Source: an optimization exercise on an open RTL-to-GDS flow (aim: small area, a short achievable clock period and few clock cycles per item). Production flows keep margins and buffers that such runs may drop.
At most, simulation tests tie the RTL to the original design; equivalence was not proved.

==> module RSA_decrypt, before the edit <==
module RSA_decrypt #(parameter WIDTH = 8)(
    input                clk,
    input                rst_n,
    input                start,
    input  [2*WIDTH-1:0] c,
    input  [2*WIDTH-1:0] d,
    input  [2*WIDTH-1:0] n,
    output [2*WIDTH-1:0] m_decrypted,
    output reg           finish
);
localparam IDLE  = 3'd0;
localparam NORM  = 3'd1;
localparam STEP  = 3'd2;
localparam CONV  = 3'd3;
localparam SHIFT = 3'd4;
localparam OP_INIT = 2'd0;
localparam OP_SQ   = 2'd1;
localparam OP_MUL  = 2'd2;
localparam OP_FIX  = 2'd3;
reg  [2:0]  state;
reg  [1:0]  op;
reg  [16:0] r;       
reg  [15:0] a;       
reg  [15:0] nn;      
reg  [16:0] dd;      
reg  [3:0]  k;       
reg  [3:0]  j;       
reg         xb;      
reg         lst;     
reg  [18:0] ws, wc;  
reg         pend;    
assign m_decrypted = r[15:0];
wire [4:0]  eg   = ws[18:14] & wc[18:14];
wire [4:0]  ep   = ws[18:14] ^ wc[18:14];
wire [4:0]  ecy;
assign ecy[0] = 1'b0;
assign ecy[1] = eg[0];
assign ecy[2] = eg[1] | (ep[1] & eg[0]);
assign ecy[3] = eg[2] | (ep[2] & eg[1]) | (ep[2] & ep[1] & eg[0]);
assign ecy[4] = eg[3] | (ep[3] & eg[2]) | (ep[3] & ep[2] & eg[1]) | (ep[3] & ep[2] & ep[1] & eg[0]);
wire [4:0]  west = ep ^ ecy;
wire signed [4:0] ws5 = west;
wire        n14  = nn[14];
wire        qz_e = (west[4:1] == 4'b1111);           
wire        qp_e = !west[4];                         
wire        q2_e = n14 ? ((ws5 < -5'sd5) || (ws5 >= 5'sd4)) : ((ws5 < -5'sd4) || (ws5 >= 5'sd3));
wire        fixs = (op == OP_FIX);                   
wire        addn  = fixs ? r[16] : (!qz_e && !qp_e && !q2_e);    
wire        add2n = !fixs && !qp_e && q2_e;                      
wire        subn  = !fixs && qp_e && !q2_e;                      
wire        sub2n = !fixs && qp_e && q2_e;                       
wire [18:0] x1   = {ws[17:0], 1'b0};
wire [18:0] x2   = {wc[17:0], 1'b0};
wire [18:0] x3   = {{2{r[16]}}, r} & {19{xb}};
wire [18:0] s1   = x1 ^ x2 ^ x3;
wire [18:0] c1   = {(x1[17:0] & x2[17:0]) | (x1[17:0] & x3[17:0]) | (x2[17:0] & x3[17:0]), 1'b0};
wire [18:0] n2   = {2'b00, nn, 1'b0};
wire [18:0] n4   = {1'b0, nn, 2'b00};
wire [18:0] mm   = ({19{addn}} & n2) | ({19{add2n}} & n4) | ({19{subn}} & ~n2) | ({19{sub2n}} & ~n4);
wire [18:0] c1i  = {c1[18:2], pend, subn | sub2n};    
wire [18:0] p2   = s1 ^ c1i;
wire [18:0] g2   = s1 & c1i;
wire [18:0] o2   = s1 | c1i;
wire [18:0] s2   = p2 ^ mm;
wire [18:0] c2   = {(mm[17:0] & o2[17:0]) | g2[17:0], 1'b0};
wire [16:0] vsum = ws[17:1] + wc[17:1];
wire [3:0]  jend  = (op == OP_SQ) ? k : 4'd0;
wire [3:0]  jn    = j - 4'd1;
wire        xnext = (op == OP_SQ) ? r[jn] : (op == OP_MUL) ? a[jn] : 1'b0;
wire        dlast = (dd[15:0] == 16'h8000);
reg  [3:0]  amsb;
integer i;
always @(*) begin
    amsb = 4'd0;
    for (i = 0; i < 16; i = i + 1)
        if (a[i]) amsb = i;
end
wire        go_mul = (state == CONV) && (op != OP_FIX) && dd[16];
wire        go_fix = (state == CONV) && (op != OP_FIX) && !dd[16] && dlast;
wire        go_sq  = (state == CONV) && (op != OP_FIX) && !dd[16] && !dlast;
wire        cv     = (state == CONV) || (state == SHIFT);
wire        ldneg  = cv && go_sq && vsum[16];
wire        ldx1   = cv && (go_sq ? vsum[15] : go_mul ? a[amsb] : 1'b1);
wire [18:0] rx     = {{2{vsum[16]}}, vsum};
always @(posedge clk) begin
    if (state == STEP) begin
        ws   <= s2;
        wc   <= c2;
        pend <= 1'b0;
    end else begin
        ws   <= rx & {19{ldx1}};
        wc   <= {~rx[17:0], 1'b1} & {19{ldneg}};
        pend <= ldneg;
    end
end
always @(posedge clk or negedge rst_n) begin
    if (!rst_n) begin
        state  <= IDLE;
        finish <= 1'b0;
    end else begin
        finish <= 1'b0;
        case (state)
        IDLE:  if (start) state <= NORM;
        NORM:  if ((nn[15] | nn[14]) & (dd[16] | dd[15])) state <= STEP;
        STEP:  if (lst) state <= CONV;
        CONV:  begin
            if (op == OP_FIX) begin
                if (k == 4'd0) begin state <= IDLE; finish <= 1'b1; end
                else state <= SHIFT;
            end else state <= STEP;
        end
        SHIFT: if (k == 4'd1) begin state <= IDLE; finish <= 1'b1; end
        default: state <= IDLE;
        endcase
    end
end
always @(posedge clk) begin
    case (state)
    IDLE: begin                  
        r  <= {1'b0, c};
        a  <= c;
        nn <= n;
        dd <= {d, 1'b1};
        k  <= 4'd0;
    end
    NORM: begin
        if (!nn[15]) begin
            nn <= {nn[14:0], 1'b0};
            k  <= k + 4'd1;
        end
        if (!dd[16]) dd <= {dd[15:0], 1'b0};
        if ((nn[15] | nn[14]) & (dd[16] | dd[15])) begin
            dd[16] <= 1'b0;
            op     <= OP_INIT;
            j      <= k + {3'b000, !nn[15]};
            xb     <= 1'b1;
            lst    <= 1'b0;
        end
    end
    STEP: begin
        if (j == jend) begin
            lst <= 1'b1;
            xb  <= 1'b0;
        end else begin
            j   <= jn;
            xb  <= xnext;
        end
    end
    CONV: begin
        r <= vsum;
        if (go_mul) begin
            dd[16] <= 1'b0;
            op     <= OP_MUL;
            j      <= amsb - 4'd1;
            xb     <= (amsb != 4'd0) & a[amsb - 4'd1];
            lst    <= (amsb == 4'd0);
        end else if (go_fix) begin
            op     <= OP_FIX;
            xb     <= 1'b0;
            lst    <= 1'b1;
        end else if (go_sq) begin
            dd     <= {dd[15:0], 1'b0};
            op     <= OP_SQ;
            j      <= 4'd14;
            xb     <= vsum[14];
            lst    <= 1'b0;
        end
    end
    SHIFT: begin
        r <= vsum;
        k <= k - 4'd1;
    end
    default: ;
    endcase
end
endmodule
==> flow/config.mk <==
export PLATFORM = sky130hd
export DESIGN_NAME = RSA_decrypt
export DESIGN_NICKNAME = RSA_decrypt
export VERILOG_FILES = /design/flow/design.v
export SDC_FILE = /design/flow/constraint.sdc
export NUM_CORES = 4
export LEC_CHECK = 0
export ABC_AREA = 1
export CAP_MARGIN = 20
export CORE_MARGIN = 2
export CORE_UTILIZATION = 40
export CTS_BUF_LIST = sky130_fd_sc_hd__clkbuf_4 sky130_fd_sc_hd__clkbuf_8
export SETUP_SLACK_MARGIN = 2.3
export SLEW_MARGIN = 20
==> flow/constraint.sdc <==
create_clock -name core_clock -period 5.5 [get_ports {clk}]
set_input_delay 1.1000 -clock core_clock [delete_from_list [all_inputs] [get_ports {clk}]]
set_output_delay 1.1000 -clock core_clock [all_outputs]
set_load 0.01 [all_outputs]
standard.sh (not shown) runs the stock make flow with config.mk's settings and CLKGATE_MAP_FILE= SYNTH_SCRIPT=/design/flow/synth_recipe.tcl, a recipe that flattens the netlist after the stock synthesis.
==> flow/flow/run.sh <==
#!/bin/bash
set -e
export BUFFER_PORTS_ARGS="-buffer_cell sky130_fd_sc_hd__buf_1"
bash standard.sh > standard.log 2>&1
Testbench counts at the start, summed over its fixed seeds: cycles 4,298, ops 12.
Rerun with:
--- a/flow/design.v
+++ b/flow/design.v
@@ -76,13 +76,14 @@
         if (a[i]) amsb = i;
 end
 wire        go_mul = (state == CONV) && (op != OP_FIX) && dd[16];
 wire        go_fix = (state == CONV) && (op != OP_FIX) && !dd[16] && dlast;
 wire        go_sq  = (state == CONV) && (op != OP_FIX) && !dd[16] && !dlast;
+wire        fdone  = (op == OP_FIX) || (go_fix && !vsum[16]);
 wire        cv     = (state == CONV) || (state == SHIFT);
 wire        ldneg  = cv && go_sq && vsum[16];
-wire        ldx1   = cv && (go_sq ? vsum[15] : go_mul ? a[amsb] : 1'b1);
+wire        ldx1   = cv && (go_sq ? vsum[15] : go_mul ? (a != 16'd0) : 1'b1);
 wire [18:0] rx     = {{2{vsum[16]}}, vsum};
 always @(posedge clk) begin
     if (state == STEP) begin
         ws   <= s2;
         wc   <= c2;
@@ -102,11 +103,11 @@
         case (state)
         IDLE:  if (start) state <= NORM;
         NORM:  if ((nn[15] | nn[14]) & (dd[16] | dd[15])) state <= STEP;
         STEP:  if (lst) state <= CONV;
         CONV:  begin
-            if (op == OP_FIX) begin
+            if (fdone) begin
                 if (k == 4'd0) begin state <= IDLE; finish <= 1'b1; end
                 else state <= SHIFT;
             end else state <= STEP;
         end
         SHIFT: if (k == 4'd1) begin state <= IDLE; finish <= 1'b1; end
@@ -152,11 +153,11 @@
             dd[16] <= 1'b0;
             op     <= OP_MUL;
             j      <= amsb - 4'd1;
             xb     <= (amsb != 4'd0) & a[amsb - 4'd1];
             lst    <= (amsb == 4'd0);
-        end else if (go_fix) begin
+        end else if (go_fix && vsum[16]) begin
             op     <= OP_FIX;
             xb     <= 1'b0;
             lst    <= 1'b1;
         end else if (go_sq) begin
             dd     <= {dd[15:0], 1'b0};
What happened:
- via count went down by 0.96%
- routed wire length fell by 0.93%
- global-route usage rises by 0.63 points
- critical path depth came out higher by 1
- hold slack loses 0.0073 ns
For the second run of this note, only the layout was checked, not whether the RTL still works.

========
## run D
The RTL this note starts from:
==> flow/design.v <==
module RSA_decrypt #(parameter WIDTH = 8)(
    input                clk,
    input                rst_n,
    input                start,
    input  [2*WIDTH-1:0] c,
    input  [2*WIDTH-1:0] d,
    input  [2*WIDTH-1:0] n,
    output [2*WIDTH-1:0] m_decrypted,
    output reg           finish
);
localparam IDLE  = 3'd0;
localparam NORM  = 3'd1;
localparam STEP  = 3'd2;
localparam CONV  = 3'd3;
localparam SHIFT = 3'd4;
localparam OP_INIT = 2'd0;
localparam OP_SQ   = 2'd1;
localparam OP_MUL  = 2'd2;
localparam OP_FIX  = 2'd3;
reg  [2:0]  state;
reg  [1:0]  op;
reg  [16:0] r;       
reg  [15:0] a;       
reg  [15:0] nn;      
reg  [16:0] dd;      
reg  [3:0]  k;       
reg  [3:0]  j;       
reg         xb;      
reg         lst;     
reg  [18:0] ws, wc;  
reg         pend;    
assign m_decrypted = r[15:0];
wire [4:0]  eg   = ws[18:14] & wc[18:14];
wire [4:0]  ep   = ws[18:14] ^ wc[18:14];
wire [4:0]  ecy;
assign ecy[0] = 1'b0;
assign ecy[1] = eg[0];
assign ecy[2] = eg[1] | (ep[1] & eg[0]);
assign ecy[3] = eg[2] | (ep[2] & eg[1]) | (ep[2] & ep[1] & eg[0]);
assign ecy[4] = eg[3] | (ep[3] & eg[2]) | (ep[3] & ep[2] & eg[1]) | (ep[3] & ep[2] & ep[1] & eg[0]);
wire [4:0]  west = ep ^ ecy;
wire signed [4:0] ws5 = west;
wire        n14  = nn[14];
wire        qz_e = (west[4:1] == 4'b1111);           
wire        qp_e = !west[4];                         
wire        q2_e = n14 ? ((ws5 < -5'sd5) || (ws5 >= 5'sd4)) : ((ws5 < -5'sd4) || (ws5 >= 5'sd3));
wire        fixs = (op == OP_FIX);                   
wire        addn  = fixs ? r[16] : (!qz_e && !qp_e && !q2_e);    
wire        add2n = !fixs && !qp_e && q2_e;                      
wire        subn  = !fixs && qp_e && !q2_e;                      
wire        sub2n = !fixs && qp_e && q2_e;                       
wire [18:0] x1   = {ws[17:0], 1'b0};
wire [18:0] x2   = {wc[17:0], 1'b0};
wire [18:0] x3   = {{2{r[16]}}, r} & {19{xb}};
wire [18:0] s1   = x1 ^ x2 ^ x3;
wire [18:0] c1   = {(x1[17:0] & x2[17:0]) | (x1[17:0] & x3[17:0]) | (x2[17:0] & x3[17:0]), 1'b0};
wire [18:0] n2   = {2'b00, nn, 1'b0};
wire [18:0] n4   = {1'b0, nn, 2'b00};
wire [18:0] mm   = ({19{addn}} & n2) | ({19{add2n}} & n4) | ({19{subn}} & ~n2) | ({19{sub2n}} & ~n4);
wire [18:0] c1i  = {c1[18:2], pend, subn | sub2n};    
wire [18:0] p2   = s1 ^ c1i;
wire [18:0] g2   = s1 & c1i;
wire [18:0] o2   = s1 | c1i;
wire [18:0] s2   = p2 ^ mm;
wire [18:0] c2   = {(mm[17:0] & o2[17:0]) | g2[17:0], 1'b0};
wire [16:0] vsum = ws[17:1] + wc[17:1];
wire [3:0]  jend  = (op == OP_SQ) ? k : 4'd0;
wire [3:0]  jn    = j - 4'd1;
wire        xnext = (op == OP_SQ) ? r[jn] : (op == OP_MUL) ? a[jn] : 1'b0;
wire        dlast = (dd[15:0] == 16'h8000);
reg  [3:0]  amsb;
integer i;
always @(*) begin
    amsb = 4'd0;
    for (i = 0; i < 16; i = i + 1)
        if (a[i]) amsb = i;
end
wire        go_mul = (state == CONV) && (op != OP_FIX) && dd[16];
wire        go_fix = (state == CONV) && (op != OP_FIX) && !dd[16] && dlast;
wire        go_sq  = (state == CONV) && (op != OP_FIX) && !dd[16] && !dlast;
wire        cv     = (state == CONV) || (state == SHIFT);
wire        ldneg  = cv && go_sq && vsum[16];
wire        ldx1   = cv && (go_sq ? vsum[15] : go_mul ? a[amsb] : 1'b1);
wire [18:0] rx     = {{2{vsum[16]}}, vsum};
always @(posedge clk) begin
    if (state == STEP) begin
        ws   <= s2;
        wc   <= c2;
        pend <= 1'b0;
    end else begin
        ws   <= rx & {19{ldx1}};
        wc   <= {~rx[17:0], 1'b1} & {19{ldneg}};
        pend <= ldneg;
    end
end
always @(posedge clk) begin
    case (state)
    NORM: begin
        j   <= k + {3'b000, !nn[15]};
        xb  <= 1'b1;
        lst <= 1'b0;
    end
    CONV: begin
        if (go_mul) begin
            j   <= amsb - 4'd1;
            xb  <= (amsb != 4'd0) & a[amsb - 4'd1];
            lst <= (amsb == 4'd0);
        end else if (go_sq) begin
            j   <= 4'd14;
            xb  <= vsum[14];
            lst <= 1'b0;
        end else begin
            j   <= jn;
            xb  <= 1'b0;
            lst <= 1'b1;
        end
    end
    default: begin
        j   <= jn;
        xb  <= (j != jend) & xnext;
        lst <= (j == jend);
    end
    endcase
end
always @(posedge clk or negedge rst_n) begin
    if (!rst_n) begin
        state  <= IDLE;
        finish <= 1'b0;
    end else begin
        finish <= 1'b0;
        case (state)
        IDLE:  if (start) state <= NORM;
        NORM:  if ((nn[15] | nn[14]) & (dd[16] | dd[15])) state <= STEP;
        STEP:  if (lst) state <= CONV;
        CONV:  begin
            if (op == OP_FIX) begin
                if (k == 4'd0) begin state <= IDLE; finish <= 1'b1; end
                else state <= SHIFT;
            end else state <= STEP;
        end
        SHIFT: if (k == 4'd1) begin state <= IDLE; finish <= 1'b1; end
        default: state <= IDLE;
        endcase
    end
end
always @(posedge clk) begin
    case (state)
    IDLE: begin                  
        r  <= {1'b0, c};
        a  <= c;
        nn <= n;
        dd <= {d, 1'b1};
        k  <= 4'd0;
    end
    NORM: begin
        if (!nn[15]) begin
            nn <= {nn[14:0], 1'b0};
            k  <= k + 4'd1;
        end
        if (!dd[16]) dd <= {dd[15:0], 1'b0};
        if ((nn[15] | nn[14]) & (dd[16] | dd[15])) begin
            dd[16] <= 1'b0;
            op     <= OP_INIT;
        end
    end
    CONV: begin
        r <= vsum;
        if (go_mul) begin
            dd[16] <= 1'b0;
            op     <= OP_MUL;
        end else if (go_fix) begin
            op     <= OP_FIX;
        end else if (go_sq) begin
            dd     <= {dd[15:0], 1'b0};
            op     <= OP_SQ;
        end
    end
    SHIFT: begin
        r <= vsum;
        k <= k - 4'd1;
    end
    default: ;
    endcase
end
endmodule
==> flow/config.mk <==
export PLATFORM = sky130hd
export DESIGN_NAME = RSA_decrypt
export DESIGN_NICKNAME = RSA_decrypt
export VERILOG_FILES = /design/flow/design.v
export SDC_FILE = /design/flow/constraint.sdc
export NUM_CORES = 4
export LEC_CHECK = 0
export ABC_AREA = 1
export CAP_MARGIN = 20
export CORE_MARGIN = 2
export CORE_UTILIZATION = 40
export CTS_BUF_LIST = sky130_fd_sc_hd__clkbuf_4 sky130_fd_sc_hd__clkbuf_8
export SETUP_SLACK_MARGIN = 2.2
export SLEW_MARGIN = 20
==> flow/constraint.sdc <==
create_clock -name core_clock -period 5.5 [get_ports {clk}]
set_input_delay 1.1000 -clock core_clock [delete_from_list [all_inputs] [get_ports {clk}]]
set_output_delay 1.1000 -clock core_clock [all_outputs]
set_load 0.01 [all_outputs]
Scripts as last shown in full above: flow/flow/run.sh
Inputs modified between run D and run G:
--- a/flow/design.v
+++ b/flow/design.v
@@ -94,33 +94,4 @@
     end
 end
-always @(posedge clk) begin
-    case (state)
-    NORM: begin
-        j   <= k + {3'b000, !nn[15]};
-        xb  <= 1'b1;
-        lst <= 1'b0;
-    end
-    CONV: begin
-        if (go_mul) begin
-            j   <= amsb - 4'd1;
-            xb  <= (amsb != 4'd0) & a[amsb - 4'd1];
-            lst <= (amsb == 4'd0);
-        end else if (go_sq) begin
-            j   <= 4'd14;
-            xb  <= vsum[14];
-            lst <= 1'b0;
-        end else begin
-            j   <= jn;
-            xb  <= 1'b0;
-            lst <= 1'b1;
-        end
-    end
-    default: begin
-        j   <= jn;
-        xb  <= (j != jend) & xnext;
-        lst <= (j == jend);
-    end
-    endcase
-end
 always @(posedge clk or negedge rst_n) begin
     if (!rst_n) begin
@@ -162,4 +133,16 @@
             dd[16] <= 1'b0;
             op     <= OP_INIT;
+            j      <= k + {3'b000, !nn[15]};
+            xb     <= 1'b1;
+            lst    <= 1'b0;
+        end
+    end
+    STEP: begin
+        if (j == jend) begin
+            lst <= 1'b1;
+            xb  <= 1'b0;
+        end else begin
+            j   <= jn;
+            xb  <= xnext;
         end
     end
@@ -169,9 +152,17 @@
             dd[16] <= 1'b0;
             op     <= OP_MUL;
+            j      <= amsb - 4'd1;
+            xb     <= (amsb != 4'd0) & a[amsb - 4'd1];
+            lst    <= (amsb == 4'd0);
         end else if (go_fix) begin
             op     <= OP_FIX;
+            xb     <= 1'b0;
+            lst    <= 1'b1;
         end else if (go_sq) begin
             dd     <= {dd[15:0], 1'b0};
             op     <= OP_SQ;
+            j      <= 4'd14;
+            xb     <= vsum[14];
+            lst    <= 1'b0;
         end
     end
[summary]
- In terms of cell area, run D and run G differ only marginally.
- Against run D, multi-input logic area in run G fell slightly.
- Global-route wire length before repair on run G is behind run D.
- On wire length reported by the detailed router, run D tracks run G almost exactly.
- Run G and run D all finish clean.
Testbench counts of run G, summed over its fixed seeds: cycles 4,298, ops 12.
Function not checked in run D: the RTL went through the layout flow alone.

-- port drivers added, routing unchanged --
In the flow no input, the clock included, has a driving cell. The finished layouts below were timed again as built, in two steps.
Step 1 assumes that a clkbuf_16 drives the clock port and a buf_2 every other input.
Step 2 moves the port delays by t, midway between the first and last clock arrival at a register: inputs arrive t later, outputs are due t later. That takes back most of the time a late clock gives input paths.
Slacks: ideal / step 1 / step 2; pairs: ideal / step 1.
run	shift t [ns]	slack for setup (ns)	latest minus earliest clock arrival (ns)
the first run of note 1	0.485	2.484 / 2.484 / 2.484	0.011 / 0.011
the second run of note 1	0.490	2.411 / 2.411 / 2.411	0.010 / 0.010
run D	0.487	2.328 / 2.328 / 2.328	0.015 / 0.015
run G	0.486	2.358 / 2.358 / 2.358	0.012 / 0.012
After both steps setup and hold are still met in every run listed.
